What follows belongs to an exercise in optimizing a design on an open flow for small area; a production flow would make more cautious choices. The RTL was checked by simulation tests, not by an equivalence proof against the original design. Power figures rest on the tool's default switching activity, not on a simulated workload.

--- flow/config.mk ---
export PLATFORM = sky130hd
export DESIGN_NAME = DIGITAL_CLOCK
export DESIGN_NICKNAME = DIGITAL_CLOCK
export VERILOG_FILES = /design/flow/design.v
export SDC_FILE = /design/flow/constraint.sdc
export NUM_CORES = 4
export LEC_CHECK = 0
export ABC_AREA = 1
export CAP_MARGIN = 20
export CORE_MARGIN = 2
export CORE_UTILIZATION = 80
export GPL_TIMING_DRIVEN = 0
export SLEW_MARGIN = 20
--- flow/constraint.sdc ---
create_clock -name core_clock -period 10.0 [get_ports {CLK}]
set_input_delay 2.0000 -clock core_clock [delete_from_list [all_inputs] [get_ports {CLK}]]
set_output_delay 2.0000 -clock core_clock [all_outputs]
set_load 0.01 [all_outputs]
--- flow/design.v ---
module DIGITAL_CLOCK(
	RESETN, CLK,
	KEY,
	LCD_RS, LCD_RW,
	LCD_DATA, PIEZO
);
input RESETN, CLK;
input [4:0] KEY;
output reg LCD_RS, LCD_RW;
output reg [7:0] LCD_DATA;
output wire PIEZO;
wire rst = !RESETN;
localparam OP_MENU = 3'd1, OP_SETV = 3'd2, OP_SETC = 3'd3, OP_CANC = 3'd4,
           OP_INC = 3'd5, OP_DEC = 3'd6, OP_TOG = 3'd7, OP_NOP = 3'd0;
reg [14:0] kcnt;
reg [1:0] ph;           
reg [2:0] op;           
reg [3:0] mode;         
reg meridian, ae;
wire k_menu = (KEY == 5'b10000);
wire k_set = (KEY == 5'b01000);
wire k_cancel = (KEY == 5'b00100);
wire k_up = (KEY == 5'b00010);
wire k_down = (KEY == 5'b00001);
wire kvalid = k_menu | k_set | k_cancel | k_up | k_down;
wire m_view = (mode[2:0] == 3'd0);
wire setc = (op == OP_SETC);
wire setting_ok = setc & ph[1];                  
wire s_or_as = setc & (ph[1] ^ ph[0]);           
wire kterm = (kcnt == 15'd23269);
wire act = kvalid & !setting_ok & kterm;
reg [2:0] eff_op;
always @(*) begin
	eff_op = OP_NOP;
	if (k_menu) eff_op = OP_MENU;
	if (k_set) eff_op = m_view ? OP_SETV : OP_SETC;
	if (k_cancel) eff_op = m_view ? OP_TOG : OP_CANC;
	if (k_up) eff_op = m_view ? OP_NOP : OP_INC;
	if (k_down) eff_op = m_view ? OP_NOP : OP_DEC;
end
always @(posedge CLK) begin
	if (rst) kcnt <= 0;
	else if (!setting_ok && kvalid) kcnt <= kterm ? 15'd0 : {kcnt[13:0], ~(kcnt[14] ^ kcnt[13])};
end
always @(posedge CLK) begin
	if (rst) ph <= 2'd0;
	else if (act) ph <= 2'd1;
	else if (ph != 2'd0) ph <= ph + 2'd1;
	if (act) op <= eff_op;
end
always @(posedge CLK) begin
	if (rst) begin
		meridian <= 1'b0;
		ae <= 1'b0;
	end else if (act && k_cancel && m_view) begin
		if (mode[3]) ae <= !ae;
		else meridian <= !meridian;
	end
end
reg [2:0] fnext;
always @(*) begin
	fnext = mode[2:0];
	case (op)
		OP_MENU: if (mode[3]) fnext = (mode[2:0] == 3'd3) ? 3'd1 : mode[2:0] + 3'd1;
		         else fnext = (mode[2:0] == 3'd6) ? 3'd1 : mode[2:0] + 3'd1;
		OP_SETV: fnext = 3'd1;
		OP_SETC, OP_CANC: fnext = 3'd0;
		default: ;
	endcase
end
always @(posedge CLK) begin
	if (rst) begin
		mode <= 4'd0;
	end else begin
		if (ph == 2'd1) begin
			mode[2:0] <= (op == OP_MENU && m_view) ? 3'd0 : fnext;
			if (op == OP_MENU && m_view) mode[3] <= !mode[3];
		end
	end
end
wire flip_ctl = (op == OP_SETV) | (op == OP_SETC) | (op == OP_CANC);    
wire ph2 = (ph == 2'd2);
wire alarm_d1 = mode[3] ^ (ph2 & (op == OP_MENU) & m_view);
wire cont_start = !m_view ^ (ph2 & flip_ctl);                           
wire ctl_d1 = (!mode[3] & !m_view) ^ (ph2 & flip_ctl & !mode[3]);       
wire ctl_d2 = (!mode[3] & !m_view) ^ (ph[1] & flip_ctl & !mode[3]);     
wire merp = meridian ^ ((ph == 2'd1) & (op == OP_TOG) & !mode[3]);
wire aep = ae ^ ((ph == 2'd1) & (op == OP_TOG) & mode[3]);
reg [16:0] tcnt;
wire tick_d2 = (tcnt == 17'd117024);
always @(posedge CLK) begin
	if (rst) tcnt <= 17'd98304;
	else if ((ph == 2'd3) && setc) tcnt <= 17'd65536;
	else if (tick_d2) tcnt <= 0;
	else tcnt <= {tcnt[15:0], ~(tcnt[16] ^ tcnt[14])};
end
reg [5:0] k_sec, k_min;
reg [4:0] k_hour, k_day;
reg [6:0] k_year;
reg [3:0] k_mon;
reg [5:0] a_sec, a_min;
reg [4:0] a_hour;
reg [5:0] r_sec, r_min;
reg [4:0] r_hour, r_day;
reg [6:0] r_year;
reg [3:0] r_mon;
reg [6:0] e_val, e_hi, e_lo;
always @(*) begin
	case (mode[2:0])
		3'd1: begin e_val = mode[3] ? {2'd0, a_hour} : {2'd0, k_hour}; e_hi = 7'd23; e_lo = 7'd0; end
		3'd2: begin e_val = mode[3] ? {1'd0, a_min} : {1'd0, k_min}; e_hi = 7'd59; e_lo = 7'd0; end
		3'd3: begin e_val = mode[3] ? {1'd0, a_sec} : {1'd0, k_sec}; e_hi = 7'd59; e_lo = 7'd0; end
		3'd4: begin e_val = k_year; e_hi = 7'd99; e_lo = 7'd0; end
		3'd5: begin e_val = {3'd0, k_mon}; e_hi = 7'd12; e_lo = 7'd1; end
		default: begin e_val = {2'd0, k_day}; e_hi = 7'd31; e_lo = 7'd1; end
	endcase
end
wire e_up = (op == OP_INC);
wire [6:0] e_res = e_up ? ((e_val == e_hi) ? e_lo : e_val + 7'd1)
                        : ((e_val == e_lo) ? e_hi : e_val - 7'd1);
wire e_step = (op == OP_INC) | (op == OP_DEC);
wire k_edit = (ph == 2'd3) & e_step & !mode[3];
wire a_edit = (ph == 2'd2) & e_step & mode[3];
wire a_clr = (ph == 2'd2) & (op == OP_CANC) & mode[3];
reg [5:0] kn_sec, kn_min;
reg [4:0] kn_hour, kn_day;
reg [6:0] kn_year;
reg [3:0] kn_mon;
always @(*) begin
	kn_sec = k_sec; kn_min = k_min; kn_hour = k_hour;
	kn_day = k_day; kn_mon = k_mon; kn_year = k_year;
	if (k_edit) case (mode[2:0])
		3'd1: kn_hour = e_res[4:0];
		3'd2: kn_min = e_res[5:0];
		3'd3: kn_sec = e_res[5:0];
		3'd4: kn_year = e_res;
		3'd5: kn_mon = e_res[3:0];
		default: kn_day = e_res[4:0];
	endcase
end
reg [5:0] an_sec, an_min;
reg [4:0] an_hour;
always @(*) begin
	an_sec = a_sec; an_min = a_min; an_hour = a_hour;
	if (a_clr) begin
		an_sec = 6'd0; an_min = 6'd0; an_hour = 5'd0;
	end else if (a_edit) case (mode[2:0])
		3'd1: an_hour = e_res[4:0];
		3'd2: an_min = e_res[5:0];
		default: an_sec = e_res[5:0];
	endcase
end
wire r_load = (ph == 2'd3) & setc & !mode[3];
wire s59 = (r_sec == 6'd59);
wire m59 = (r_min == 6'd59);
wire h23 = (r_hour == 5'd23);
wire d31 = (r_day == 5'd31);
wire mo12 = (r_mon == 4'd12);
reg [5:0] rn_sec, rn_min;
reg [4:0] rn_hour, rn_day;
reg [6:0] rn_year;
reg [3:0] rn_mon;
always @(*) begin
	rn_sec = r_sec; rn_min = r_min; rn_hour = r_hour;
	rn_day = r_day; rn_mon = r_mon; rn_year = r_year;
	if (r_load) begin
		rn_sec = k_sec; rn_min = k_min; rn_hour = k_hour;
		rn_day = k_day; rn_mon = k_mon; rn_year = k_year;
	end else if (tick_d2) begin
		rn_sec = s59 ? 6'd0 : r_sec + 6'd1;
		if (s59) rn_min = m59 ? 6'd0 : r_min + 6'd1;
		if (s59 && m59) rn_hour = h23 ? 5'd0 : r_hour + 5'd1;
		if (s59 && m59 && h23) rn_day = d31 ? 5'd1 : r_day + 5'd1;
		if (s59 && m59 && h23 && d31) rn_mon = r_mon + 4'd1;
		if (s59 && m59 && h23 && d31 && mo12) rn_year = (r_year == 7'd99) ? 7'd0 : r_year + 7'd1;
	end
end
always @(posedge CLK) begin
	if (rst) begin
		k_sec <= 6'd1; k_min <= 6'd0; k_hour <= 5'd0;
		k_year <= 7'd16; k_mon <= 4'd1; k_day <= 5'd1;
		a_sec <= 6'd0; a_min <= 6'd0; a_hour <= 5'd0;
		r_sec <= 6'd0; r_min <= 6'd0; r_hour <= 5'd0;
		r_year <= 7'd16; r_mon <= 4'd1; r_day <= 5'd1;
	end else begin
		k_sec <= kn_sec; k_min <= kn_min; k_hour <= kn_hour;
		k_year <= kn_year; k_mon <= kn_mon; k_day <= kn_day;
		a_sec <= an_sec; a_min <= an_min; a_hour <= an_hour;
		r_sec <= rn_sec; r_min <= rn_min; r_hour <= rn_hour;
		r_year <= rn_year; r_mon <= rn_mon; r_day <= rn_day;
	end
end
wire [5:0] d_sec = ctl_d2 ? k_sec : r_sec;
wire [5:0] d_min = ctl_d2 ? k_min : r_min;
wire [4:0] d_hour = ctl_d2 ? k_hour : r_hour;
wire [6:0] d_year = ctl_d2 ? k_year : r_year;
wire [3:0] d_mon = ctl_d2 ? k_mon : r_mon;
wire [4:0] d_day = ctl_d2 ? k_day : r_day;
wire eqp = ({d_hour, d_min, d_sec} == {a_hour, a_min, a_sec});
reg [21:0] ccnt;
reg stopp, doingp;
wire cterm = (ccnt == 22'd3906453);
wire doing = (aep & eqp) | (!stopp & doingp);
always @(posedge CLK) begin
	if (rst) begin
		ccnt <= 0;
		stopp <= 1'b0;
		doingp <= 1'b0;
	end else begin
		if (doingp) begin
			ccnt <= cterm ? 22'd0 : {ccnt[20:0], ~(ccnt[21] ^ ccnt[20])};
			if (cterm) stopp <= 1'b1;
		end else
			stopp <= 1'b0;
		doingp <= doing;
	end
end
reg [14:0] pcnt;
reg [6:0] ord;        
reg [7:0] snd_cnt;    
reg buff;
wire pterm = (pcnt == 15'd25566);
wire [2:0] note;
assign note[0] = (ord == 7'd1) | (ord == 7'd2) | (ord == 7'd5) | (ord == 7'd6) | (ord == 7'd9) | (ord == 7'd11) | (ord == 7'd13) | (ord == 7'd25) | (ord == 7'd33) | (ord == 7'd34) | (ord == 7'd37) | (ord == 7'd38) | (ord == 7'd41) | (ord == 7'd43) | (ord == 7'd45) | (ord == 7'd53) | (ord == 7'd54) | (ord == 7'd57) | (ord == 7'd58) | (ord == 7'd59) | (ord == 7'd60);
assign note[1] = (ord == 7'd3) | (ord == 7'd4) | (ord == 7'd5) | (ord == 7'd6) | (ord == 7'd7) | (ord == 7'd8) | (ord == 7'd17) | (ord == 7'd19) | (ord == 7'd21) | (ord == 7'd35) | (ord == 7'd36) | (ord == 7'd37) | (ord == 7'd38) | (ord == 7'd39) | (ord == 7'd40) | (ord == 7'd49) | (ord == 7'd51) | (ord == 7'd55) | (ord == 7'd56) | (ord == 7'd57) | (ord == 7'd58) | (ord == 7'd59) | (ord == 7'd60);
assign note[2] = (ord == 7'd27) | (ord == 7'd29);
wire snd_ge = (note == 3'd0) | ((note == 3'd1) & (snd_cnt >= 8'd151)) |
              ((note == 3'd2) & (snd_cnt >= 8'd169)) | ((note == 3'd3) & (snd_cnt >= 8'd190)) |
              ((note == 3'd4) & (snd_cnt >= 8'd127));
wire snd_hit = ae & snd_ge;
always @(posedge CLK) begin
	if (rst) begin
		pcnt <= 0;
		ord <= 7'd0;
		snd_cnt <= 8'd0;
		buff <= 1'b0;
	end else begin
		if (pterm) begin
			pcnt <= 0;
			ord <= (ord == 7'd68) ? 7'd2 : ord + 7'd1;
		end else
			pcnt <= {pcnt[13:0], ~(pcnt[14] ^ pcnt[13])};
		if (snd_hit) snd_cnt <= 8'd0;
		else if (snd_cnt != 8'd255) snd_cnt <= snd_cnt + 8'd1;
		if (snd_hit && doing) buff <= !buff;
	end
end
assign PIEZO = buff;
reg [14:0] bcnt;
reg blink;
wire bterm = (bcnt == 15'd30649);
always @(posedge CLK) begin
	if (rst) begin
		bcnt <= 0;
		blink <= 1'b0;
	end else if (cont_start) begin
		if (bterm) begin
			bcnt <= 0;
			blink <= !blink;
		end else
			bcnt <= {bcnt[13:0], ~(bcnt[14] ^ bcnt[13])};
	end else
		blink <= 1'b0;
end
reg [4:0] f_h;    
reg [5:0] f_m;    
reg [5:0] f_s;    
reg [6:0] f_y;    
reg [4:0] f_mo;   
reg [4:0] f_d;    
reg ap;
wire [2:0] f = mode[2:0];
wire al = mode[3];
reg [4:0] hc;
reg [5:0] mc, sc;
reg [6:0] yc;
reg [4:0] moc, dc;
always @(*) begin
	hc = f_h; mc = f_m; sc = f_s; yc = f_y; moc = f_mo; dc = f_d;
	if (m_view) begin
		hc = al ? a_hour : d_hour;
		mc = al ? a_min : d_min;
		sc = al ? a_sec : d_sec;
		yc = al ? 7'd127 : d_year;
		moc = al ? 5'd16 : {1'b0, d_mon};
		dc = al ? 5'd0 : d_day;
	end else begin
		if (f == 3'd1) hc = blink ? 5'd31 : (al ? a_hour : d_hour);
		if (f == 3'd2 && blink) hc = al ? a_hour : d_hour;
		if (f == 3'd2) mc = blink ? 6'd63 : (al ? a_min : d_min);
		if (f == 3'd3 && blink) mc = al ? a_min : d_min;
		if (f == 3'd3) sc = blink ? 6'd63 : (al ? a_sec : d_sec);
		if (((!al && f == 3'd4) || (al && f == 3'd1)) && blink) sc = al ? a_sec : d_sec;
		if (!al && f == 3'd4) yc = blink ? 7'd127 : d_year;
		if (!al && f == 3'd5 && blink) yc = d_year;
		if (!al && f == 3'd5) moc = blink ? 5'd16 : {1'b0, d_mon};
		if (!al && f == 3'd6 && blink) moc = {1'b0, d_mon};
		if (!al && f == 3'd6) dc = blink ? 5'd0 : d_day;
		if (!al && f == 3'd1 && blink) dc = d_day;
	end
end
wire h_blank = (hc == 5'd31);
wire pm = (d_hour >= 5'd12);
always @(posedge CLK) begin
	f_h <= (meridian && !h_blank && pm) ? d_hour - 5'd12 : hc;
	f_m <= mc; f_s <= sc; f_y <= yc; f_mo <= moc; f_d <= dc;
	if (meridian && !h_blank) ap <= pm;
end
reg [7:0] lseq;
wire lloop = lseq[7] & lseq[6];
wire [4:0] lcnt5 = lseq[4:0];
always @(posedge CLK) begin
	if (rst) lseq <= 8'd0;
	else if (lseq == 8'd163) lseq <= 8'd192;
	else if (lloop && lcnt5 == 5'd17) lseq <= {2'b11, !lseq[5], 5'd0};
	else lseq <= lseq + 8'd1;
end
wire s_fset = !lloop && (lseq > 8'd70) && (lseq <= 8'd101);
wire s_disp = !lloop && (lseq > 8'd101) && (lseq <= 8'd132);
wire s_emode = !lloop && (lseq > 8'd132);
localparam C_SP = 5'd10, C_COL = 5'd11, C_A = 5'd12, C_P = 5'd13, C_M = 5'd14, C_Y = 5'd15,
           C_D = 5'd16, C_BELL = 5'd17, C_SET = 5'd18, C_NOTE = 5'd19, C_INIT = 5'd20,
           C_FSET = 5'd21, C_DISP = 5'd22, C_EMODE = 5'd23, C_L1 = 5'd24, C_L2 = 5'd25;
wire line2 = lseq[5];
wire [4:0] lc = lcnt5;
reg [6:0] fv;
reg fblank, ftens, isdig;
reg [4:0] ch;
always @(*) begin
	fv = 7'd0; fblank = 1'b0; ftens = 1'b0; isdig = 1'b1; ch = C_SP;
	case ({line2, lc})
		{1'b0, 5'd2}, {1'b0, 5'd3}: begin fv = {2'd0, f_h}; fblank = (f_h[4] & f_h[3]); end
		{1'b0, 5'd5}, {1'b0, 5'd6}: begin fv = {1'd0, f_m}; fblank = (f_m[5:2] == 4'hf); end
		{1'b0, 5'd8}, {1'b0, 5'd9}: begin fv = {1'd0, f_s}; fblank = (f_s[5:2] == 4'hf); end
		{1'b1, 5'd4}, {1'b1, 5'd5}: begin fv = f_y; fblank = (f_y[6:4] == 3'h7); end
		{1'b1, 5'd7}, {1'b1, 5'd8}: begin fv = {3'd0, f_mo[3:0]}; fblank = f_mo[4]; end
		{1'b1, 5'd10}, {1'b1, 5'd11}: begin fv = {2'd0, f_d}; fblank = (f_d == 5'd0); end
		default: isdig = 1'b0;
	endcase
	case ({line2, lc})
		{1'b0, 5'd2}, {1'b0, 5'd5}, {1'b0, 5'd8}, {1'b1, 5'd4}, {1'b1, 5'd7}, {1'b1, 5'd10}: ftens = 1'b1;
		default: ftens = 1'b0;
	endcase
	case ({line2, lc})
		{1'b0, 5'd4}, {1'b0, 5'd7}: ch = C_COL;
		{1'b0, 5'd11}: ch = merp ? (ap ? C_P : C_A) : C_SP;
		{1'b0, 5'd12}: ch = merp ? C_M : C_SP;
		{1'b0, 5'd14}: ch = alarm_d1 ? C_BELL : C_SP;
		{1'b0, 5'd15}: ch = cont_start ? C_SET : C_SP;
		{1'b1, 5'd2}: ch = alarm_d1 ? C_SP : 5'd2;
		{1'b1, 5'd3}: ch = alarm_d1 ? C_SP : 5'd0;
		{1'b1, 5'd6}: ch = alarm_d1 ? C_SP : C_Y;
		{1'b1, 5'd9}: ch = alarm_d1 ? C_SP : C_M;
		{1'b1, 5'd12}: ch = alarm_d1 ? C_SP : C_D;
		{1'b1, 5'd14}: ch = doingp ? C_NOTE : C_SP;
		{1'b1, 5'd15}: ch = aep ? C_BELL : C_SP;
		default: ch = C_SP;
	endcase
end
function [7:0] bcd7;
	input [6:0] b;
	integer i;
	reg [7:0] r;
	begin
		r = 8'd0;
		for (i = 6; i >= 0; i = i - 1) begin
			if (r[3:0] >= 4'd5) r[3:0] = r[3:0] + 4'd3;
			if (r[7:4] >= 4'd5) r[7:4] = r[7:4] + 4'd3;
			r = {r[6:0], b[i]};
		end
		bcd7 = r;
	end
endfunction
wire [7:0] fbcd = bcd7(fv);
wire [3:0] digit = ftens ? fbcd[7:4] : fbcd[3:0];
wire [4:0] chr = isdig ? (fblank ? C_SP : {1'b0, digit}) : ch;
reg [4:0] lcd;
always @(posedge CLK) begin
	if (rst) lcd <= C_INIT;
	else begin
		if (lloop) begin
			if (lcnt5 == 5'd0) lcd <= line2 ? C_L2 : C_L1;
			else if (lcnt5 <= 5'd16) lcd <= chr;
			else lcd <= C_SP;
		end else if (s_fset) lcd <= C_FSET;
		else if (s_disp) lcd <= C_DISP;
		else if (s_emode) lcd <= C_EMODE;
		else lcd <= C_INIT;
	end
end
always @(*) begin
	LCD_RS = 1'b1;
	LCD_RW = 1'b0;
	case (lcd)
		C_SP: LCD_DATA = 8'h20;
		C_COL: LCD_DATA = 8'h3a;
		C_A: LCD_DATA = 8'h41;
		C_P: LCD_DATA = 8'h50;
		C_M: LCD_DATA = 8'h4d;
		C_Y: LCD_DATA = 8'h59;
		C_D: LCD_DATA = 8'h44;
		C_BELL: LCD_DATA = 8'h98;
		C_SET: LCD_DATA = 8'ha9;
		C_NOTE: LCD_DATA = 8'h91;
		C_INIT: begin LCD_RW = 1'b1; LCD_DATA = 8'h00; end
		C_FSET: begin LCD_RS = 1'b0; LCD_DATA = 8'h3c; end
		C_DISP: begin LCD_RS = 1'b0; LCD_DATA = 8'h0c; end
		C_EMODE: begin LCD_RS = 1'b0; LCD_DATA = 8'h06; end
		C_L1: begin LCD_RS = 1'b0; LCD_DATA = 8'h80; end
		C_L2: begin LCD_RS = 1'b0; LCD_DATA = 8'hc0; end
		default: LCD_DATA = {4'h3, lcd[3:0]};
	endcase
end
endmodule
--- flow/flow/run.sh ---
#!/bin/bash
# Own flow: the standard synthesis, then the combinational cells re-mapped by stronger
# ABC scripts (flip-flops untouched; the smallest result is kept), then the standard
# layout of that netlist with small port buffers and a clock tree without dummy loads.
set -euo pipefail
W=$(pwd)
R=$W/orfs/results/${FLOW_PLATFORM}/DIGITAL_CLOCK/base
YOSYS=$FLOW_HOME/../tools/install/yosys/bin/yosys
[ -x "$YOSYS" ] || YOSYS=yosys

bash standard.sh synth > std_synth.log 2>&1
cp "$R/1_2_yosys.v" "$W/std_synth_netlist.v"

export REOPT_LIB=$FLOW_HOME/platforms/${FLOW_PLATFORM}/lib/sky130_fd_sc_hd__tt_025C_1v80.lib
export REOPT_IN=$W/std_synth_netlist.v
grep -oE '^\s*sky130_fd_sc_hd__\w*df\w*\s+\S+' "$REOPT_IN" | sort > ff_std.txt
best=""
best_area=""
for i in 1 2 3; do
  export REOPT_OUT=$W/reopt_netlist_$i.v
  export REOPT_ABC=$W/flow/reopt$i.abc
  if "$YOSYS" -c "$W/flow/reopt.tcl" > reopt_$i.log 2>&1; then
    # the flip-flops must be exactly the standard synthesis's
    grep -oE '^\s*sky130_fd_sc_hd__\w*df\w*\s+\S+' "$REOPT_OUT" | sort > ff_reopt_$i.txt
    if cmp -s ff_std.txt ff_reopt_$i.txt; then
      a=$(awk '/Chip area/ {print $NF}' "$REOPT_OUT.stat")
      echo "reopt $i: $a" >> reopt_choice.log
      if [ -z "$best" ] || awk -v a="$a" -v b="$best_area" 'BEGIN {exit !(a < b)}'; then
        best=$REOPT_OUT
        best_area=$a
      fi
    fi
  fi
done
[ -n "$best" ]
echo "kept $best ($best_area)" >> reopt_choice.log
cp "$best" "$R/1_2_yosys.v"
touch "$R/1_2_yosys.v"

# port buffers: the smallest buffer; clock tree: small buffers, no dummy loads
export BUFFER_PORTS_ARGS="-buffer_cell sky130_fd_sc_hd__buf_1"
export CTS_ARGS="-sink_clustering_enable -repair_clock_nets -dont_use_dummy_load -buf_list {sky130_fd_sc_hd__clkbuf_2 sky130_fd_sc_hd__clkbuf_4} -sink_clustering_size 30"
bash standard.sh > std_layout.log 2>&1
--- flow/flow/reopt.tcl ---
# Re-map the combinational cells of the standard synthesis netlist with a stronger ABC
# script. Flip-flops stay the same instances (names and cell types): they are made black
# boxes before the netlist is flattened, so only the logic between them changes.
yosys -import
set lib $::env(REOPT_LIB)
read_liberty -overwrite -ignore_miss_func -setattr liberty_cell $lib
foreach m [split [string trim [tee -q -s result.string select -list-mod A:liberty_cell]] "\n"] {
  if {[regexp {__(df|edf|sdf|dl|sdl|einv|ebuf|conb|tap|fill|decap|diode)} $m]} { blackbox $m }
}
read_verilog -overwrite $::env(REOPT_IN)
hierarchy -top DIGITAL_CLOCK
flatten
opt_clean -purge
set du {}
foreach c {sky130_fd_sc_hd__probe_p_8 sky130_fd_sc_hd__probec_p_8 sky130_fd_sc_hd__lpflow_bleeder_1 sky130_fd_sc_hd__lpflow_clkbufkapwr_1 sky130_fd_sc_hd__lpflow_clkbufkapwr_16 sky130_fd_sc_hd__lpflow_clkbufkapwr_2 sky130_fd_sc_hd__lpflow_clkbufkapwr_4 sky130_fd_sc_hd__lpflow_clkbufkapwr_8 sky130_fd_sc_hd__lpflow_clkinvkapwr_1 sky130_fd_sc_hd__lpflow_clkinvkapwr_16 sky130_fd_sc_hd__lpflow_clkinvkapwr_2 sky130_fd_sc_hd__lpflow_clkinvkapwr_4 sky130_fd_sc_hd__lpflow_clkinvkapwr_8 sky130_fd_sc_hd__lpflow_decapkapwr_12 sky130_fd_sc_hd__lpflow_decapkapwr_3 sky130_fd_sc_hd__lpflow_decapkapwr_4 sky130_fd_sc_hd__lpflow_decapkapwr_6 sky130_fd_sc_hd__lpflow_decapkapwr_8 sky130_fd_sc_hd__lpflow_inputiso0n_1 sky130_fd_sc_hd__lpflow_inputiso0p_1 sky130_fd_sc_hd__lpflow_inputiso1n_1 sky130_fd_sc_hd__lpflow_inputiso1p_1 sky130_fd_sc_hd__lpflow_inputisolatch_1 sky130_fd_sc_hd__lpflow_isobufsrc_1 sky130_fd_sc_hd__lpflow_isobufsrc_16 sky130_fd_sc_hd__lpflow_isobufsrc_2 sky130_fd_sc_hd__lpflow_isobufsrc_4 sky130_fd_sc_hd__lpflow_isobufsrc_8 sky130_fd_sc_hd__lpflow_isobufsrckapwr_16 sky130_fd_sc_hd__lpflow_lsbuf_lh_hl_isowell_tap_1 sky130_fd_sc_hd__lpflow_lsbuf_lh_hl_isowell_tap_2 sky130_fd_sc_hd__lpflow_lsbuf_lh_hl_isowell_tap_4 sky130_fd_sc_hd__lpflow_lsbuf_lh_isowell_4 sky130_fd_sc_hd__lpflow_lsbuf_lh_isowell_tap_1 sky130_fd_sc_hd__lpflow_lsbuf_lh_isowell_tap_2 sky130_fd_sc_hd__lpflow_lsbuf_lh_isowell_tap_4} { lappend du -dont_use $c }
abc -script $::env(REOPT_ABC) -liberty $lib {*}$du
select -assert-none t:$*
opt_clean -purge
hilomap -singleton -hicell sky130_fd_sc_hd__conb_1 HI -locell sky130_fd_sc_hd__conb_1 LO
splitnets
opt_clean -purge
tee -o $::env(REOPT_OUT).stat stat -liberty $lib
write_verilog -noattr -nohex -nodec $::env(REOPT_OUT)
--- flow/flow/reopt1.abc ---
strash
dch -f
map -a
mfs2
strash
dch -f
amap
topo
--- flow/flow/reopt2.abc ---
strash
ifraig
dc2
strash
dch -f
map -a
mfs2
strash
dch -f
amap
topo
--- flow/flow/reopt3.abc ---
strash
dch -f
map -a
mfs2
strash
dch -f
map -a
mfs2
strash
dch -f
amap
topo
--- flow/standard.sh ---
#!/bin/bash
# synth_recipe.tcl (not shown) runs the flow's synth.tcl, then flattens the netlist and writes it again
# the make line also repeats each setting of config.mk as NAME=value (left out here)
make -C /OpenROAD-flow-scripts/flow DESIGN_CONFIG=/design/flow/config.mk WORK_HOME=/design/flow/orfs CLKGATE_MAP_FILE= SYNTH_SCRIPT=/design/flow/synth_recipe.tcl "${@:-finish}"
==> results of run 1 <==
[placed cells by master (no fill, tap or decap), types with 5 or more instances in the layout]
master	instances
a2111oi_0	5
a211oi_1	36
a21oi_1	80
a221oi_1	33
a222oi_1	12
a22oi_1	23
a311oi_1	5
a31oi_1	14
and3_1	10
buf_1	16
clkbuf_4	56
clkinv_1	232
dfxtp_1	212
edfxtp_1	33
nand2_1	106
nand3_1	24
nand4_1	21
nor2_1	294
nor2b_1	16
nor3_1	54
nor4_1	9
o2111ai_1	6
o211ai_1	9
o21a_1	9
o21ai_0	64
o221a_1	17
o221ai_1	20
o22a_1	7
o22ai_1	59
o32ai_1	25
o41ai_1	5
or2_0	12
or3_1	13
or4_1	6
[worst max-delay path, cell delays in order, from the launching register on]
cell,delay (ns)
dfxtp_1,0.39
clkinv_1,0.13
nand2_1,0.07
nor2_1,0.38
clkinv_1,0.55
o21ai_2,0.56
buf_6,0.27
clkinv_1,0.74
o22ai_1,0.83
clkinv_1,0.20
nor2_1,0.13
o32ai_1,0.12
o41ai_1,0.51
clkinv_1,0.18
nand2_1,0.18
clkinv_1,0.19
o32ai_1,0.18
[layout make-up]
| class | count | area [sq um] |
|---|---|---|
| multi-input combinational | 1025 | 5720 |
| sequential | 245 | 5240 |
| fill | 792 | 1840 |
| inverter | 234 | 880 |
| clock buffer | 56 | 420 |
| tap | 184 | 230 |
| timing repair buffer | 23 | 146 |
[power by group]
group	switching (mW)	total (mW)	leakage, nW	internal, mW
registers	0.00717	1.01	2.09	1.01
logic	0.0637	0.0868	1.79	0.0231
clock network	0.349	0.603	0.258	0.254
total	0.420	1.70	4.14	1.28
[flip-flops by register name (all words and copies together), names as in the netlist, 7 cells and up]
signal,count
f_y,7
tcnt,17
ord,7
k_year,7
r_year,7
snd_cnt,8
lseq,8
ccnt,22
kcnt,15
pcnt,15
bcnt,15
[worst min-delay path by stage]
stage	start	to	slack [ns]	cells after the start
global placement	tcnt[1]$_SDFF_PP0_	tcnt[2]$_SDFF_PP0_	0.41	2
detailed placement	pcnt[7]$_SDFF_PP0_	pcnt[8]$_SDFF_PP0_	0.42	2
floorplan	tcnt[0]$_SDFF_PP0_	tcnt[1]$_SDFF_PP0_	0.40	2
global route	ccnt[17]$_SDFFE_PN0P_	ccnt[18]$_SDFFE_PN0P_	0.43	2
finish	ccnt[17]$_SDFFE_PN0P_	ccnt[18]$_SDFFE_PN0P_	0.42	2
CTS	ccnt[17]$_SDFFE_PN0P_	ccnt[18]$_SDFFE_PN0P_	0.39	2
[through the flow]
| step | cell area, sq um | cells | hold WS, ns | setup WS, ns |
|---|---|---|---|---|
| floorplan | 11800 | 1504 | 0.403 | 4.33 |
| global placement | 12100 | 1705 | 0.410 | 1.95 |
| detailed placement | 12200 | 1711 | 0.416 | 4.19 |
| CTS | 12600 | 1767 | 0.391 | 4.10 |
| global route | 12600 | 1767 | 0.426 | 3.83 |
| finish | 12600 | 1767 | 0.420 | 4.15 |
[per-layer routing]
metal | share of wire, % | global-route usage, %
met2 | 45 | 69.3
met1 | 36 | 55.3
met4 | 5.9 | 22.4
met5 | 0 | 0
met3 | 13 | 10.4
==> summary.txt, run 1 <==
Clocking
  – H-tree levels: 2
  – Worst skew pair latency: 0.74 ns
  – CTS tree: done
  – Clk buf depth: 3
  – Clk slew on worst S/H paths: 0.06 ns
  – Post-CTS sizing: 0
  – Clock sinks: 245
  – CTS Hold Bufs: 0
  – Total CTS buffers: 56
  – Root buffer cell: clkbuf_4
  – Post-CTS Setup Inserts: 0

Power
  – Power Total: 1.70 mW
  – Lkg Pwr: 4.14 nW
  – Pwr Density: 135 mW/mm^2
  – VDD IR max: 0.000113 V

Drt
  – Post-DR vias/cell: 7.10
  – Initial DRC Count: 2155
  – Routed length per instance: 19.7 um
  – Drt first pass iters: 12
  – Vias: 12500
  – DRC: 0
  – Routed Antenna Nets: 0
  – Total wire length: 34700 um

STA
  – Minimum clock period: 5.85 ns
  – Fin Setup TNS: 0 ns
  – Final hold viol count: 0
  – Worst Skew: 0.134 ns
  – Least-Margin Pin Slew: 1.13 ns
  – Fin. max-slew vios: 0
  – Setup violations, final: 0
  – Rel. slew slack: 24.3%
  – Unrepaired setup endpoints after global routing: no
  – Final worst-path cycle share: 58.5%
  – Fmax: 171 MHz

Global routing
  – Largest net degree at the start of global routing: 53
  – Vias in the first global route: 11700
  – First-pass GRT wire length: 56400 um
  – Initial antenna violation count: 0
  – GRT overflow: 0
  – Gr usage total: 43.4%

Critical path
  – Crit-path max FO: 31
  – Critical Path AT: 6.36 ns
  – Reg2Reg Depth: 16
  – Reg2reg setup slack: 4.15 ns
  – Worst r2r dst: f_h[3]$_DFF_P_
  – CP Class: reg2reg
  – Worst Setup SP: mode[2]$_SDFFE_PN0P_
  – Reg2Reg Launch Point: mode[2]$_SDFFE_PN0P_
  – Critical Path End: f_h[3]$_DFF_P_
  – Crit end category: register
  – Worst path required time: 10.51 ns
  – CP startpoint kind: register

Layout
  – P&R area growth vs syn: 7.11%
  – N_diodes: 0
  – Fraction of layout cells with a size suffix above 1: 4.55%
  – Final core utilization: 87.3%
  – Post-layout nets: 1592

Floorplanning
  – Die area: 0.0157 sq mm
  – Std-Cell Rows: 44
  – Die X: 125 um
  – Core area: 0.0145 sq mm
  – Starting Density: 81.5%
  – Die Span Y: 125 um
  – Ports: 18

Job
  – Max Cap Viol: 0

Yosys
  – Syn_area_per_cell: 7.84 sq um
  – Post-Syn Area: 0.0118 sq mm
  – Mapped Nets: 1511
  – Synthesis Warnings: 1
  – Post-Syn Instances: 1504

Place
  – # port buffers: 17
  – GP Congestion: 1.15
  – Final HPWL DP: 24700 um

Run status
  – Status: complete, no violations

Worst hold path
  – Hold/Removal Path Class: reg2reg
==> run 2: changes to the inputs <==
--- a/flow/flow/run.sh
+++ b/flow/flow/run.sh
@@ -39,5 +39,5 @@
 
 # port buffers: the smallest buffer; clock tree: small buffers, no dummy loads
 export BUFFER_PORTS_ARGS="-buffer_cell sky130_fd_sc_hd__buf_1"
-export CTS_ARGS="-sink_clustering_enable -repair_clock_nets -dont_use_dummy_load -buf_list {sky130_fd_sc_hd__clkbuf_2 sky130_fd_sc_hd__clkbuf_4} -sink_clustering_size 30"
+export CTS_ARGS="-sink_clustering_enable -repair_clock_nets -dont_use_dummy_load -buf_list {sky130_fd_sc_hd__clkbuf_4} -sink_clustering_size 8 -sink_clustering_max_diameter 30"
 bash standard.sh > std_layout.log 2>&1
--- a/flow/config.mk
+++ b/flow/config.mk
@@ -8,6 +8,6 @@
 export ABC_AREA = 1
 export CAP_MARGIN = 20
 export CORE_MARGIN = 2
-export CORE_UTILIZATION = 80
+export CORE_UTILIZATION = 70
 export GPL_TIMING_DRIVEN = 0
 export SLEW_MARGIN = 20
==> run 2 against run 1 <==
  * Register-to-register slack better by 0.10 ns
  * Cell count rose by 1.6%
  * Worst hold slack got worse by 0.024 ns
  * Core utilization fell by 11 points
  * Die area is 14% higher
  * Worst setup slack improved by 0.10 ns
==> summary.txt, run 2 <==
Run status
  – Status: complete, no violations (unchanged)

Clocking
  – Root buffer cell: clkbuf_4 (unchanged)
  – Clock sinks: 245 (unchanged)
  – Post-CTS Setup Inserts: 0 (unchanged)
  – CTS Hold Bufs: 0 (unchanged)
  – CTS tree: done (unchanged)
  – Post-CTS sizing: 0 (unchanged)
  – Clk slew on worst S/H paths: 0.08 ns (was 0.06 ns)
  – Worst skew pair latency: 0.70 ns (was 0.74 ns)
  – Clk buf depth: 3 (unchanged)
  – Total CTS buffers: 46 (was 56)
  – H-tree levels: 2 (unchanged)

Drt
  – DRC: 0 (unchanged)
  – Vias: 11800 (was 12500)
  – Total wire length: 32700 um (was 34700 um)
  – Drt first pass iters: 9 (was 12)
  – Post-DR vias/cell: 6.58 (was 7.10)
  – Initial DRC Count: 1284 (was 2155)
  – Routed length per instance: 18.2 um (was 19.7 um)
  – Routed Antenna Nets: 0 (unchanged)

STA
  – Fin. max-slew vios: 0 (unchanged)
  – Unrepaired setup endpoints after global routing: no (unchanged)
  – Final worst-path cycle share: 57.5% (was 58.5%)
  – Setup violations, final: 0 (unchanged)
  – Fin Setup TNS: 0 ns (unchanged)
  – Fmax: 174 MHz (was 171 MHz)
  – Least-Margin Pin Slew: 1.19 ns (was 1.13 ns)
  – Rel. slew slack: 20.7% (was 24.3%)
  – Worst Skew: 0.117 ns (was 0.134 ns)
  – Minimum clock period: 5.75 ns (was 5.85 ns)
  – Final hold viol count: 0 (unchanged)

Critical path
  – Family with the most delay on the worst path: compound AO/OA/AOI/OAI gates (was buffers and inverters)
  – Critical Path AT: 6.26 ns (was 6.36 ns)
  – Worst path required time: 10.51 ns (about the same)
  – Reg2reg setup slack: 4.25 ns (was 4.15 ns)
  – CP startpoint kind: register (unchanged)
  – Reg2Reg Depth: 16 (unchanged)
  – Most Frequent Cell on Critical Path: clkinv_1 (unchanged)
  – Worst path max stage delay: 0.87 ns (was 0.83 ns)
  – Crit end category: register (unchanged)
  – CP bufs+invs: 6 (was 7)
  – Crit-path max FO: 31 (unchanged)
  – CP max stage cell: o22ai_1 (unchanged)
  – Reg2Reg Launch Point: mode[0]$_SDFFE_PN0P_ (was mode[2]$_SDFFE_PN0P_)
  – CP Class: reg2reg (unchanged)
  – Cell Chain, Critical Path: clkinv_1, nand2_1, nor2_1, clkinv_1, o21ai_2, clkinv_1, o22ai_1, clkinv_1, nor2_1, o32ai_1, o41ai_1, clkinv_1, nand2_1, clkinv_1, nor2_1, a21oi_1 (was clkinv_1, nand2_1, nor2_1, clkinv_1, o21ai_2, buf_6, clkinv_1, o22ai_1, clkinv_1, nor2_1, o32ai_1, o41ai_1, clkinv_1, nand2_1, clkinv_1, o32ai_1)
  – Worst r2r dst: f_h[2]$_DFF_P_ (was f_h[3]$_DFF_P_)

Global routing
  – Gr usage total: 36.3% (was 43.4%)
  – Initial antenna violation count: 2 (was 0)
  – GRT overflow: 0 (unchanged)
  – Vias in the first global route: 10800 (was 11700)
  – Largest net degree at the start of global routing: 49 (was 53)
  – First-pass GRT wire length: 52700 um (was 56400 um)

Worst hold path
  – Hold depth: 2 (unchanged)
  – Hold/Removal Path Class: reg2reg (unchanged)
  – Worst Hold End: tcnt[7]$_SDFF_PP0_ (was ccnt[18]$_SDFFE_PN0P_)
  – Hold Startpoint: tcnt[6]$_SDFF_PP0_ (was ccnt[17]$_SDFFE_PN0P_)

Layout
  – Flip-flop count of the largest register after layout: 22 (unchanged)
  – Post-layout nets: 1582 (was 1592)
  – Final Cell Area: 0.0126 sq mm (about the same)
  – Commonest non-fill, non-tap cell in the layout: nor2_1 (unchanged)
  – Largest regs: ccnt (22), tcnt (17) (unchanged)
  – Fraction of layout cells with a size suffix above 1: 3.94% (was 4.55%)
  – P&R area growth vs syn: 6.85% (was 7.11%)
  – Most frequent cells in the layout: 294 x nor2_1, 232 x clkinv_1, 212 x dfxtp_1 (unchanged)
  – Biggest register: ccnt (unchanged)

Place
  – # port buffers: 17 (unchanged)
  – GP Congestion: 1.03 (was 1.15)
  – Area after DPL: 0.0122 sq mm (about the same)
  – Final HPWL DP: 24100 um (was 24700 um)

Yosys
  – Syn_area_per_cell: 7.84 sq um (unchanged)
  – Post-Syn Instances: 1504 (unchanged)
  – Synthesis Warnings: 1 (unchanged)
  – Post-Syn Area: 0.0118 sq mm (unchanged)
  – Mapped Nets: 1511 (unchanged)

Power
  – VDD IR max: 0.000126 V (was 0.000113 V)
  – Clock share of power: 33.0% (was 35.4%)
  – Sw Ratio: 24.4% (was 24.7%)
  – Lkg Pwr: 4.09 nW (was 4.14 nW)
  – Internal Power: 1.24 mW (was 1.28 mW)
  – Pwr Density: 130 mW/mm^2 (was 135 mW/mm^2)
  – P_sw: 400 uW (was 420 uW)
  – Seq pwr share: 61.8% (was 59.5%)
  – Comb pwr share: 5.2% (was 5.1%)

Job
  – Max Cap Viol: 0 (unchanged)

Floorplanning
  – Core area: 0.0165 sq mm (was 0.0145 sq mm)
  – Die X: 134 um (was 125 um)
  – Die Span Y: 134 um (was 125 um)
  – Die area: 0.0179 sq mm (was 0.0157 sq mm)
  – Starting Density: 71.4% (was 81.5%)
  – Std-Cell Rows: 47 (was 44)
  – Ports: 18 (unchanged)
run 2: layer usage:
layer	part of all wire, %	track usage (%)	wire [um]
met5	0	0	0
met4	4.5	18.2	1460
met3	9.5	6.95	3100
met2	44	56.9	14400
met1	42	48.2	13800
run 2: worst reg2reg max path: cells and delay by family (launching register included):
family | cells | cell delay [ns]
flops | 1 | 0.38
buf+inv | 6 | 2.12
compound gates | 5 | 2.19
simple gates | 5 | 0.89
run 2: how the worst max path moves through the flow:
stage / start / end / depth (start not counted)
6_report: mode[0]$_SDFFE_PN0P_ / f_h[2]$_DFF_P_ / 16
3_3_place_gp: RESETN / a_sec[3]$_SDFFE_PP0P_ / 5
3_5_place_dp: mode[3]$_SDFFE_PN0P_ / k_hour[3]$_SDFFE_PN0P_ / 13
5_1_grt: mode[0]$_SDFFE_PN0P_ / f_h[0]$_DFF_P_ / 15
4_1_cts: mode[3]$_SDFFE_PN0P_ / k_year[3]$_SDFFE_PN0P_ / 13
2_1_floorplan: mode[2]$_SDFFE_PN0P_ / f_h[0]$_DFF_P_ / 15
run 2: through the flow:
stage,setup slack [ns],total power [mW],util (%),instances,hold slack (ns)
global route,4.02,1.69,76.3,1794,0.413
detailed placement,3.94,1.11,74.1,1746,0.412
global placement,1.77,1.11,73.4,1741,0.405
floorplan,4.33,1.08,-,1504,0.403
finish,4.25,1.64,76.3,1795,0.396
CTS,3.83,1.64,76.1,1792,0.403
run 2: area by class of cell:
type                       instances  area, sq um
antenna                            2         5.00
clock buffer                      46          345
fill                            1278         3920
inverter                         234          880
multi-input combinational       1025         5720
sequential                       245         5240
tap                              220          275
timing repair buffer              23          143
run 2: power groups by stage:
stage,sequential [mW],clock (mW),combinational (mW)
after global placement,1.03,0,0.0746
after global routing,1.01,0.586,0.0908
final,1.01,0.541,0.0851
after CTS,1.01,0.543,0.0805
after floorplan,1.03,0,0.0505
after detailed placement,1.03,0,0.0803
==> run 3: changes to the inputs <==
--- a/flow/flow/run.sh
+++ b/flow/flow/run.sh
@@ -39,5 +39,5 @@
 
 # port buffers: the smallest buffer; clock tree: small buffers, no dummy loads
 export BUFFER_PORTS_ARGS="-buffer_cell sky130_fd_sc_hd__buf_1"
-export CTS_ARGS="-sink_clustering_enable -repair_clock_nets -dont_use_dummy_load -buf_list {sky130_fd_sc_hd__clkbuf_4} -sink_clustering_size 8 -sink_clustering_max_diameter 30"
+export CTS_ARGS="-sink_clustering_enable -repair_clock_nets -dont_use_dummy_load -buf_list {sky130_fd_sc_hd__clkbuf_2} -sink_clustering_size 6 -sink_clustering_max_diameter 25"
 bash standard.sh > std_layout.log 2>&1
==> run 3 against run 2 <==
  * Combinational power hardly changed
  * Non-clock buffer count is the same
  * Sequential cell count is the same
  * Largest cell class unchanged
==> summary.txt, run 3 <==
Place
  – GP Congestion: 1.03 (unchanged)
  – Placed Cells: 1746 (unchanged)
  – Area after DPL: 0.0122 sq mm (unchanged)
  – Final HPWL DP: 24100 um (unchanged)
  – # port buffers: 17 (unchanged)

Critical path
  – Worst path required time: 10.66 ns (was 10.51 ns)
  – Crit-path max FO: 31 (unchanged)
  – CP Class: reg2reg (unchanged)
  – Critical Path AT: 6.43 ns (was 6.26 ns)
  – CP startpoint kind: register (unchanged)
  – Crit end category: register (unchanged)

Floorplanning
  – Std-Cell Rows: 47 (unchanged)
  – Die Span Y: 134 um (unchanged)
  – Starting Density: 71.4% (unchanged)
  – Core area: 0.0165 sq mm (unchanged)
  – Ports: 18 (unchanged)
  – Die X: 134 um (unchanged)
  – Die area: 0.0179 sq mm (unchanged)

Power
  – Lkg Pwr: 4.13 nW (was 4.09 nW)
  – VDD IR max: 0.000118 V (was 0.000126 V)
  – Pwr Density: 127 mW/mm^2 (was 130 mW/mm^2)

Drt
  – Drt first pass iters: 9 (unchanged)
  – Routed Antenna Nets: 0 (unchanged)
  – Total wire length: 32800 um (was 32700 um)
  – Initial DRC Count: 1357 (was 1284)
  – DRC: 0 (unchanged)
  – Post-DR vias/cell: 6.59 (was 6.58)
  – Routed length per instance: 18.1 um (was 18.2 um)
  – Vias: 11900 (was 11800)

Global routing
  – GRT overflow: 0 (unchanged)
  – Largest net degree at the start of global routing: 49 (unchanged)
  – Vias in the first global route: 10900 (was 10800)
  – First-pass GRT wire length: 52700 um (about the same)
  – Initial antenna violation count: 3 (was 2)
  – Gr usage total: 36.3% (about the same)

Clocking
  – CTS Hold Bufs: 0 (unchanged)
  – Post-CTS sizing: 0 (unchanged)
  – Root buffer cell: clkbuf_2 (was clkbuf_4)
  – Post-CTS Setup Inserts: 0 (unchanged)
  – Clk buf depth: 3 (unchanged)
  – Clk slew on worst S/H paths: 0.11 ns (was 0.08 ns)
  – Worst skew pair latency: 0.90 ns (was 0.70 ns)
  – Total CTS buffers: 61 (was 46)
  – Clock sinks: 245 (unchanged)
  – CTS tree: done (unchanged)
  – H-tree levels: 2 (unchanged)

Layout
  – Final Cell Area: 0.0126 sq mm (about the same)
  – Post-layout nets: 1597 (was 1582)
  – Flip-flop count of the largest register after layout: 22 (unchanged)
  – P&R area growth vs syn: 6.51% (was 6.85%)
  – Non-filler cells, final: 1810 (was 1795)
  – Biggest register: ccnt (unchanged)
  – # fillers: 1281 (was 1278)
  – Largest regs: ccnt (22), tcnt (17) (unchanged)
  – Sequential cell area: 0.00524 sq mm (unchanged)
  – Most frequent cells in the layout: 294 x nor2_1, 232 x clkinv_1, 212 x dfxtp_1 (unchanged)
  – Commonest non-fill, non-tap cell in the layout: nor2_1 (unchanged)
  – Fraction of layout cells with a size suffix above 1: 4.85% (was 3.94%)
  – Final core utilization: 76.0% (was 76.3%)
  – Area of the multi-input gates: 0.00572 sq mm (unchanged)

Yosys
  – Mapped Nets: 1511 (unchanged)
  – Synthesis Warnings: 1 (unchanged)
  – Post-Syn Area: 0.0118 sq mm (unchanged)
  – Post-Syn Instances: 1504 (unchanged)
  – Syn_area_per_cell: 7.84 sq um (unchanged)

STA
  – Worst Skew: 0.177 ns (was 0.117 ns)
  – Minimum clock period: 5.77 ns (was 5.75 ns)
  – Fmax: 173 MHz (was 174 MHz)
  – Setup violations, final: 0 (unchanged)
  – Fin Setup TNS: 0 ns (unchanged)
  – Least-Margin Pin Slew: 1.19 ns (about the same)
  – Final hold viol count: 0 (unchanged)
  – Final worst-path cycle share: 57.7% (was 57.5%)
  – Rel. slew slack: 20.6% (was 20.7%)
  – Fin. max-slew vios: 0 (unchanged)
  – Unrepaired setup endpoints after global routing: no (unchanged)

Worst hold path
  – Hold/Removal Path Class: reg2reg (unchanged)

Job
  – Max Cap Viol: 0 (unchanged)

Run status
  – Status: complete, no violations (unchanged)
-- run 3: cell count changes in the layout (fill, tap and decap cells not counted) --
cell	change
clkbuf_4	-46
clkbuf_2	+61
-- run 3: where the power goes --
group          internal [mW]  switching, mW
clock network          0.158          0.347
registers               1.00        0.00710
logic                 0.0230         0.0623
-- run 3: cell type report --
type / instances / area share, %
Multi-Input combinational cell: 1025 / 45.5
Sequential cell: 245 / 41.7
Inverter: 234 / 7.00
Clock buffer: 61 / 2.43
Tap cell: 220 / 2.19
Timing Repair Buffer: 23 / 1.14
Antenna cell: 2 / 0.0398
-- run 3: metrics by stage --
step | power [mW] | hold slack, ns | worst slack (ns)
6_report | 1.60 | 0.417 | 4.23
5_1_grt | 1.66 | 0.432 | 3.98
4_1_cts | 1.60 | 0.407 | 3.77
3_5_place_dp | 1.11 | 0.412 | 3.94
3_3_place_gp | 1.11 | 0.405 | 1.77
2_1_floorplan | 1.08 | 0.403 | 4.33
-- run 3: worst paths after layout --
path,slack [ns],startpoint,cells after the start,end
worst min register to register,0.42,pcnt[12]$_SDFF_PP0_,2,pcnt[13]$_SDFF_PP0_
worst max register to register,4.23,mode[2]$_SDFFE_PN0P_,16,f_h[2]$_DFF_P_
worst min-delay path,0.42,pcnt[12]$_SDFF_PP0_,2,pcnt[13]$_SDFF_PP0_
worst max-delay path,4.23,mode[2]$_SDFFE_PN0P_,16,f_h[2]$_DFF_P_
-- run 3: routing by layer --
metal  global-route usage (%)  routed length (um)  vias to the layer above
met5                        0                   0                        -
met4                     17.2                1410                        0
met3                     6.69                3120                      128
met2                     57.6               14500                      675
met1                     48.3               13700                     5410
li1                         -                   -                     5715
-- run 3: critical path, stage by stage (launching register included) --
cell,delay [ns]
dfxtp_1,0.40
clkinv_1,0.13
nand2_1,0.07
nor2_1,0.41
clkinv_1,0.53
o21ai_2,0.60
clkinv_1,0.85
o22ai_1,0.87
clkinv_1,0.22
nor2_1,0.13
o32ai_1,0.11
o41ai_1,0.55
clkinv_1,0.18
nand2_1,0.17
clkinv_1,0.18
nor2_1,0.12
a21oi_1,0.05
==> run 4: changes to the inputs <==
--- a/flow/flow/run.sh
+++ b/flow/flow/run.sh
@@ -39,5 +39,5 @@
 
 # port buffers: the smallest buffer; clock tree: small buffers, no dummy loads
 export BUFFER_PORTS_ARGS="-buffer_cell sky130_fd_sc_hd__buf_1"
-export CTS_ARGS="-sink_clustering_enable -repair_clock_nets -dont_use_dummy_load -buf_list {sky130_fd_sc_hd__clkbuf_2} -sink_clustering_size 6 -sink_clustering_max_diameter 25"
+export CTS_ARGS="-sink_clustering_enable -repair_clock_nets -dont_use_dummy_load -buf_list {sky130_fd_sc_hd__clkbuf_4} -sink_clustering_size 10 -sink_clustering_max_diameter 35"
 bash standard.sh > std_layout.log 2>&1
==> run 4 against run 3 <==
  * Design area shrank 0.16%
  * Largest cell class unchanged
  * Still clean on timing, DRC and antenna
  * Core utilization is 0.12 points lower
  * Sequential power hardly changed
  * Sequential cell count stayed put
  * Clock-buffer cell count shrank 23
  * Register-to-register slack better by 0.09 ns
==> summary.txt, run 4 <==
Global routing
  – First-pass GRT wire length: 52600 um (was 52700 um)
  – Initial antenna violation count: 2 (was 3)
  – Gr usage total: 36.3% (about the same)
  – Largest net degree at the start of global routing: 49 (unchanged)
  – GRT overflow: 0 (unchanged)
  – Vias in the first global route: 10800 (was 10900)

STA
  – Fmax: 176 MHz (was 173 MHz)
  – Final hold viol count: 0 (unchanged)
  – Fin Setup TNS: 0 ns (unchanged)
  – Rel. slew slack: 20.9% (was 20.6%)
  – Setup WS post-layout: 4.32 ns (was 4.23 ns)
  – Final worst-path cycle share: 56.8% (was 57.7%)
  – Setup violations, final: 0 (unchanged)
  – Worst Skew: 0.0641 ns (was 0.177 ns)
  – Unrepaired setup endpoints after global routing: no (unchanged)
  – Minimum clock period: 5.68 ns (was 5.77 ns)
  – Least-Margin Pin Slew: 1.18 ns (was 1.19 ns)
  – Fin. max-slew vios: 0 (unchanged)

Layout
  – Post-layout nets: 1574 (was 1597)
  – Fraction of layout cells with a size suffix above 1: 3.45% (was 4.85%)
  – Final core utilization: 75.9% (was 76.0%)
  – Most frequent cells in the layout: 294 x nor2_1, 232 x clkinv_1, 212 x dfxtp_1 (unchanged)
  – # fillers: 1286 (was 1281)
  – Area of the multi-input gates: 0.00572 sq mm (unchanged)
  – Non-filler cells, final: 1787 (was 1810)
  – Final Cell Area: 0.0125 sq mm (was 0.0126 sq mm)
  – Flip-flop count of the largest register after layout: 22 (unchanged)
  – Largest regs: ccnt (22), tcnt (17) (unchanged)
  – Commonest non-fill, non-tap cell in the layout: nor2_1 (unchanged)
  – Sequential cell area: 0.00524 sq mm (unchanged)
  – P&R area growth vs syn: 6.34% (was 6.51%)
  – Biggest register: ccnt (unchanged)

Floorplanning
  – Starting Density: 71.4% (unchanged)
  – Die area: 0.0179 sq mm (unchanged)
  – Ports: 18 (unchanged)
  – Die X: 134 um (unchanged)
  – Die Span Y: 134 um (unchanged)
  – Core area: 0.0165 sq mm (unchanged)
  – Std-Cell Rows: 47 (unchanged)

Clocking
  – Total CTS buffers: 38 (was 61)
  – Clk slew on worst S/H paths: 0.11 ns (about the same)
  – H-tree levels: 2 (unchanged)
  – Post-CTS Setup Inserts: 0 (unchanged)
  – Clock sinks: 245 (unchanged)
  – Root buffer cell: clkbuf_4 (was clkbuf_2)
  – Clk buf depth: 3 (unchanged)
  – CTS Hold Bufs: 0 (unchanged)
  – Worst skew pair latency: 0.66 ns (was 0.90 ns)
  – Post-CTS sizing: 0 (unchanged)
  – CTS tree: done (unchanged)

Critical path
  – Worst path max stage delay: 0.85 ns (was 0.87 ns)
  – Crit end category: register (unchanged)
  – Worst path required time: 10.53 ns (was 10.66 ns)
  – Crit-path max FO: 31 (unchanged)
  – Critical Path AT: 6.21 ns (was 6.43 ns)
  – CP Class: reg2reg (unchanged)
  – CP max stage cell: clkinv_1 (was o22ai_1)
  – CP startpoint kind: register (unchanged)
  – Reg2Reg Depth: 15 (was 16)
  – Most Frequent Cell on Critical Path: clkinv_1 (unchanged)
  – Cell Chain, Critical Path: clkinv_1, nand2_1, nor2_1, clkinv_1, o21ai_2, clkinv_1, o22ai_1, clkinv_1, nor2_1, o32ai_1, o41ai_1, clkinv_1, nand2_1, clkinv_1, o22a_1 (was clkinv_1, nand2_1, nor2_1, clkinv_1, o21ai_2, clkinv_1, o22ai_1, clkinv_1, nor2_1, o32ai_1, o41ai_1, clkinv_1, nand2_1, clkinv_1, nor2_1, a21oi_1)

Drt
  – Initial DRC Count: 1301 (was 1357)
  – Post-DR vias/cell: 6.59 (about the same)
  – Drt first pass iters: 8 (was 9)
  – Routed Antenna Nets: 0 (unchanged)
  – DRC: 0 (unchanged)
  – Vias: 11800 (was 11900)
  – Routed length per instance: 18.3 um (was 18.1 um)
  – Total wire length: 32700 um (was 32800 um)

Place
  – GP Congestion: 1.03 (unchanged)
  – DP Worst Slack: 3.94 ns (unchanged)
  – Placed Cells: 1746 (unchanged)
  – # port buffers: 17 (unchanged)
  – Final HPWL DP: 24100 um (unchanged)
  – Area after DPL: 0.0122 sq mm (unchanged)

Power
  – Seq pwr share: 63.5% (was 63.2%)
  – Comb pwr share: 5.4% (was 5.3%)
  – Clock share of power: 31.1% (was 31.5%)
  – Lkg Pwr: 4.05 nW (was 4.13 nW)
  – VDD IR max: 0.000135 V (was 0.000118 V)
  – Pwr Density: 127 mW/mm^2 (about the same)
  – P_sw: 390 uW (was 416 uW)
  – Internal Power: 1.20 mW (was 1.19 mW)
  – Sw Ratio: 24.5% (was 26.0%)

Yosys
  – Post-Syn Instances: 1504 (unchanged)
  – Post-Syn Area: 0.0118 sq mm (unchanged)
  – Synthesis Warnings: 1 (unchanged)
  – Syn_area_per_cell: 7.84 sq um (unchanged)
  – Mapped Nets: 1511 (unchanged)

Job
  – Max Cap Viol: 0 (unchanged)

Run status
  – Status: complete, no violations (unchanged)

Worst hold path
  – Hold/Removal Path Class: reg2reg (unchanged)
  – Hold depth: 2 (unchanged)
## run 4: power groups by stage
stage | sequential [mW] | combinational, mW | clock [mW]
after floorplan | 1.03 | 0.0505 | 0
after global placement | 1.03 | 0.0746 | 0
after detailed placement | 1.03 | 0.0803 | 0
after CTS | 1.01 | 0.0806 | 0.499
after global routing | 1.01 | 0.0909 | 0.537
final | 1.01 | 0.0853 | 0.495
## run 4: worst paths after layout
kind	endpoint	from	slack, ns
worst max-delay path	f_h[0]$_DFF_P_	mode[0]$_SDFFE_PN0P_	4.32
worst min-delay path	tcnt[2]$_SDFF_PP0_	tcnt[1]$_SDFF_PP0_	0.42
worst max register to register	f_h[0]$_DFF_P_	mode[0]$_SDFFE_PN0P_	4.32
worst min register to register	tcnt[2]$_SDFF_PP0_	tcnt[1]$_SDFF_PP0_	0.42
## run 4: layout make-up
cell class | count | share of cell area [%]
Antenna cell | 2 | 0.0399
Clock buffer | 38 | 2.27
Inverter | 234 | 7.01
Multi-Input combinational cell | 1025 | 45.6
Sequential cell | 245 | 41.7
Tap cell | 220 | 2.19
Timing Repair Buffer | 23 | 1.14
## run 4: per-layer routing
metal	part of all wire (%)	track usage [%]
met1	42	48.6
met2	44	57.2
met3	9.5	6.24
met4	4.6	17.8
met5	0	0
## run 4: stage by stage
step | power [mW] | hold slack (ns)
floorplan | 1.08 | 0.403
global placement | 1.11 | 0.405
detailed placement | 1.11 | 0.412
CTS | 1.59 | 0.426
global route | 1.64 | 0.438
finish | 1.59 | 0.421
## run 4: worst max-delay path, delay by kind of cell (launching register included)
family / cells / cell delay (ns)
flops: 1 / 0.39
buf+inv: 6 / 2.08
compound gates: 5 / 2.35
simple gates: 4 / 0.75
==> run 5: changes to the inputs <==
--- a/flow/flow/run.sh
+++ b/flow/flow/run.sh
@@ -16,7 +16,7 @@
 grep -oE '^\s*sky130_fd_sc_hd__\w*df\w*\s+\S+' "$REOPT_IN" | sort > ff_std.txt
 best=""
 best_area=""
-for i in 1 2 3; do
+for i in 1 2 3 4 5; do
   export REOPT_OUT=$W/reopt_netlist_$i.v
   export REOPT_ABC=$W/flow/reopt$i.abc
   if "$YOSYS" -c "$W/flow/reopt.tcl" > reopt_$i.log 2>&1; then
==> flow/flow/reopt4.abc (new file) <==
strash
dch -f
map -a
mfs2
strash
dch -f
map -a
mfs2
strash
dch -f
map -a
mfs2
strash
dch -f
amap
topo
==> flow/flow/reopt5.abc (new file) <==
strash
dc2
dch -f
map -a
mfs2
strash
dch -f
map -a
mfs2
strash
dch -f
amap
topo
--- a/flow/config.mk
+++ b/flow/config.mk
@@ -6,8 +6,8 @@
 export NUM_CORES = 4
 export LEC_CHECK = 0
 export ABC_AREA = 1
-export CAP_MARGIN = 20
+export CAP_MARGIN = 5
 export CORE_MARGIN = 2
 export CORE_UTILIZATION = 70
 export GPL_TIMING_DRIVEN = 0
-export SLEW_MARGIN = 20
+export SLEW_MARGIN = 5
==> run 5 against run 4 <==
  * Clock power grew 1%
  * Worst hold slack lost 0.015 ns
  * Die area shrank 0.27%
  * Now fails the layout checks on max-capacitance violations, max-slew violations
  * Largest power group unchanged
  * Critical endpoint is now buff$_SDFFE_PN0P_
  * Clock-buffer cell count grew 1
==> summary.txt, run 5 <==
STA
  – Least-Margin Pin Slew: 1.55 ns (was 1.18 ns)
  – Setup violations, final: 0 (unchanged)
  – Rel. slew slack: -4.57% (was 20.9%)
  – Fin. max-slew vios: 9 (was 0)
  – Setup WS post-layout: 2.47 ns (was 4.32 ns)
  – Minimum clock period: 7.53 ns (was 5.68 ns)
  – Fmax: 133 MHz (was 176 MHz)
  – Unrepaired setup endpoints after global routing: no (unchanged)
  – Worst Skew: 0.0875 ns (was 0.0641 ns)
  – Fin Setup TNS: 0 ns (unchanged)
  – Final worst-path cycle share: 75.3% (was 56.8%)
  – Final hold viol count: 0 (unchanged)

Floorplanning
  – Starting Density: 71.2% (was 71.4%)
  – Die X: 134 um (about the same)
  – Die area: 0.0179 sq mm (about the same)
  – Ports: 18 (unchanged)
  – Std-Cell Rows: 47 (unchanged)
  – Die Span Y: 134 um (about the same)
  – Core area: 0.0165 sq mm (unchanged)

Layout
  – Final Cell Area: 0.0125 sq mm (about the same)
  – Largest regs: ccnt (22), tcnt (17) (unchanged)
  – Biggest register: ccnt (unchanged)
  – Most frequent cells in the layout: 298 x nor2_1, 239 x clkinv_1, 212 x dfxtp_1 (was 294 x nor2_1, 232 x clkinv_1, 212 x dfxtp_1)
  – Sequential cell area: 0.00524 sq mm (unchanged)
  – Post-layout nets: 1574 (unchanged)
  – # fillers: 1314 (was 1286)
  – Area of the multi-input gates: 0.00564 sq mm (was 0.00572 sq mm)
  – Flip-flop count of the largest register after layout: 22 (unchanged)
  – Fraction of layout cells with a size suffix above 1: 3.00% (was 3.45%)
  – Commonest non-fill, non-tap cell in the layout: nor2_1 (unchanged)
  – P&R area growth vs syn: 5.89% (was 6.34%)

Critical path
  – Critical Path AT: 8.07 ns (was 6.21 ns)
  – Most Frequent Cell on Critical Path: clkinv_1 (unchanged)
  – Crit-path max FO: 28 (was 31)
  – Crit end category: register (unchanged)
  – Worst path max stage delay: 0.71 ns (was 0.85 ns)
  – CP bufs+invs: 5 (was 6)
  – Cell Chain, Critical Path: clkinv_1, nand2_1, clkinv_1, nor3_1, nand2_1, nor2_1, clkinv_1, o21ai_2, buf_8, clkinv_1, o22ai_1, o22a_1, o221ai_1, a2111oi_0, nand4_1, o32a_1, nor4_1, nor2_1, a211oi_1 (was clkinv_1, nand2_1, nor2_1, clkinv_1, o21ai_2, clkinv_1, o22ai_1, clkinv_1, nor2_1, o32ai_1, o41ai_1, clkinv_1, nand2_1, clkinv_1, o22a_1)
  – CP max stage cell: clkinv_1 (unchanged)
  – CP startpoint kind: register (unchanged)
  – CP Class: reg2reg (unchanged)
  – Worst path required time: 10.54 ns (was 10.53 ns)
  – Family with the most delay on the worst path: compound AO/OA/AOI/OAI gates (unchanged)

Worst hold path
  – Hold/Removal Path Class: reg2reg (unchanged)

Clocking
  – CTS tree: done (unchanged)
  – Clk slew on worst S/H paths: 0.08 ns (was 0.11 ns)
  – Root buffer cell: clkbuf_4 (unchanged)
  – CTS Hold Bufs: 0 (unchanged)
  – Clk buf depth: 3 (unchanged)
  – Clock sinks: 245 (unchanged)
  – Post-CTS sizing: 0 (unchanged)
  – Post-CTS Setup Inserts: 0 (unchanged)
  – H-tree levels: 2 (unchanged)
  – Total CTS buffers: 39 (was 38)
  – Worst skew pair latency: 0.67 ns (was 0.66 ns)

Place
  – # port buffers: 17 (unchanged)
  – DP Worst Slack: 2.96 ns (was 3.94 ns)
  – GP Congestion: 1.04 (was 1.03)
  – Final HPWL DP: 23000 um (was 24100 um)
  – Area after DPL: 0.0121 sq mm (was 0.0122 sq mm)

Power
  – VDD IR max: 0.0000981 V (was 0.000135 V)
  – Power Total: 1.61 mW (was 1.59 mW)
  – Pwr Density: 130 mW/mm^2 (was 127 mW/mm^2)
  – Lkg Pwr: 4.11 nW (was 4.05 nW)

Drt
  – Routed Antenna Nets: 0 (unchanged)
  – Routed length per instance: 17.9 um (was 18.3 um)
  – DRC: 0 (unchanged)
  – Post-DR vias/cell: 6.59 (about the same)
  – Drt first pass iters: 7 (was 8)
  – Vias: 11800 (about the same)
  – Total wire length: 32000 um (was 32700 um)
  – Initial DRC Count: 1251 (was 1301)

Yosys
  – Synthesis Warnings: 1 (unchanged)
  – Mapped Nets: 1513 (was 1511)
  – Post-Syn Area: 0.0118 sq mm (about the same)
  – Syn_area_per_cell: 7.81 sq um (was 7.84 sq um)
  – Post-Syn Instances: 1506 (was 1504)

Run status
  – Status: complete, but fails checks (was complete, no violations)
  – Layout Check Fails: max-capacitance violations, max-slew violations

Global routing
  – Largest net degree at the start of global routing: 49 (unchanged)
  – First-pass GRT wire length: 52200 um (was 52600 um)
  – Gr usage total: 35.9% (was 36.3%)
  – GRT overflow: 0 (unchanged)
  – Initial antenna violation count: 1 (was 2)
  – Vias in the first global route: 10600 (was 10800)

Job
  – Max Cap Viol: 1 (was 0)
## run 5: changes by cell type in the layout (fill, tap and decap cells not counted), sizes merged, moves of 5 or more
cell    delta
nor3       -8
nor4      +10
o21ai     +14
o32ai      -7
o22ai     +10
nand2      -9
a211oi    +10
or2        -5
clkinv     +7
a221oi    -11
## run 5: worst register-to-register path: cells and delay by family (launching register included)
kind | cells | cell delay [ns]
buf+inv | 5 | 1.96
compound gates | 7 | 2.74
simple gates | 7 | 2.19
flops | 1 | 0.55
## run 5: per-layer routing
metal / part of all wire, % / GRT usage, %
met2: 44 / 56.2
met1: 41 / 48.0
met5: 0 / 0
met4: 4.8 / 16.5
met3: 10 / 7.46
## run 5: per-stage QoR
step                      hold WS [ns]  util, %  instances
final                            0.406     75.4       1786
after global placement           0.408     73.2       1743
after detailed placement         0.416     73.5       1745
after global routing             0.416     75.4       1786
after CTS                        0.409     75.3       1784
after floorplan                  0.403        -       1506
## run 5: final timing paths
path                                            from            endpoint  slack (ns)  depth (start not counted)
worst max-delay path            mode[2]$_SDFFE_PN0P_   buff$_SDFFE_PN0P_        2.47                         19
worst min-delay path              pcnt[4]$_SDFF_PP0_  pcnt[5]$_SDFF_PP0_        0.41                          2
worst max register to register  mode[2]$_SDFFE_PN0P_   buff$_SDFFE_PN0P_        2.47                         19
worst min register to register    pcnt[4]$_SDFF_PP0_  pcnt[5]$_SDFF_PP0_        0.41                          2
## run 5: layout make-up
type / instances / area share, %
Sequential cell: 245 / 42.0
Multi-Input combinational cell: 1021 / 45.3
Timing Repair Buffer: 20 / 0.864
Tap cell: 220 / 2.21
Clock buffer: 39 / 2.35
Antenna cell: 1 / 0.0201
Inverter: 240 / 7.24
## run 5: power by group
part	internal [mW]	switching, mW	leakage (nW)
logic	0.0250	0.0697	1.84
registers	1.01	0.00829	2.09
clock network	0.179	0.320	0.179

static timing again, ports no longer ideal:
No port has a modelled driver above. Below, the same layouts with a new extraction and two added sets of constraints. Step 1 (the two cells are an assumption about what drives the block):
set clk [get_ports {CLK}]
set_driving_cell -lib_cell sky130_fd_sc_hd__clkbuf_16 $clk
set_driving_cell -lib_cell sky130_fd_sc_hd__buf_2 [delete_from_list [all_inputs] $clk]
Step 2, shift: input delay + t, output delay - t, t = (earliest + latest rising clock arrival at the registers) / 2. This alone moves slack from input paths to output paths. Slacks: no drivers / after step 1 / after step 2; pairs: no drivers / after step 1.
run	t (ns)	setup slack, ns	slew at the worst register clock pin (ns)	cell pins on the clock port's net
run 1	0.712	4.151 / 4.151 / 4.151	0.08 / 0.08	1
run 2	0.685	4.252 / 4.252 / 4.252	0.10 / 0.10	1
run 3	0.855	4.229 / 4.229 / 4.229	0.12 / 0.12	1
run 4	0.671	4.321 / 4.321 / 4.321	0.11 / 0.11	1
run 5	0.663	2.474 / 2.474 / 2.474	0.11 / 0.11	1
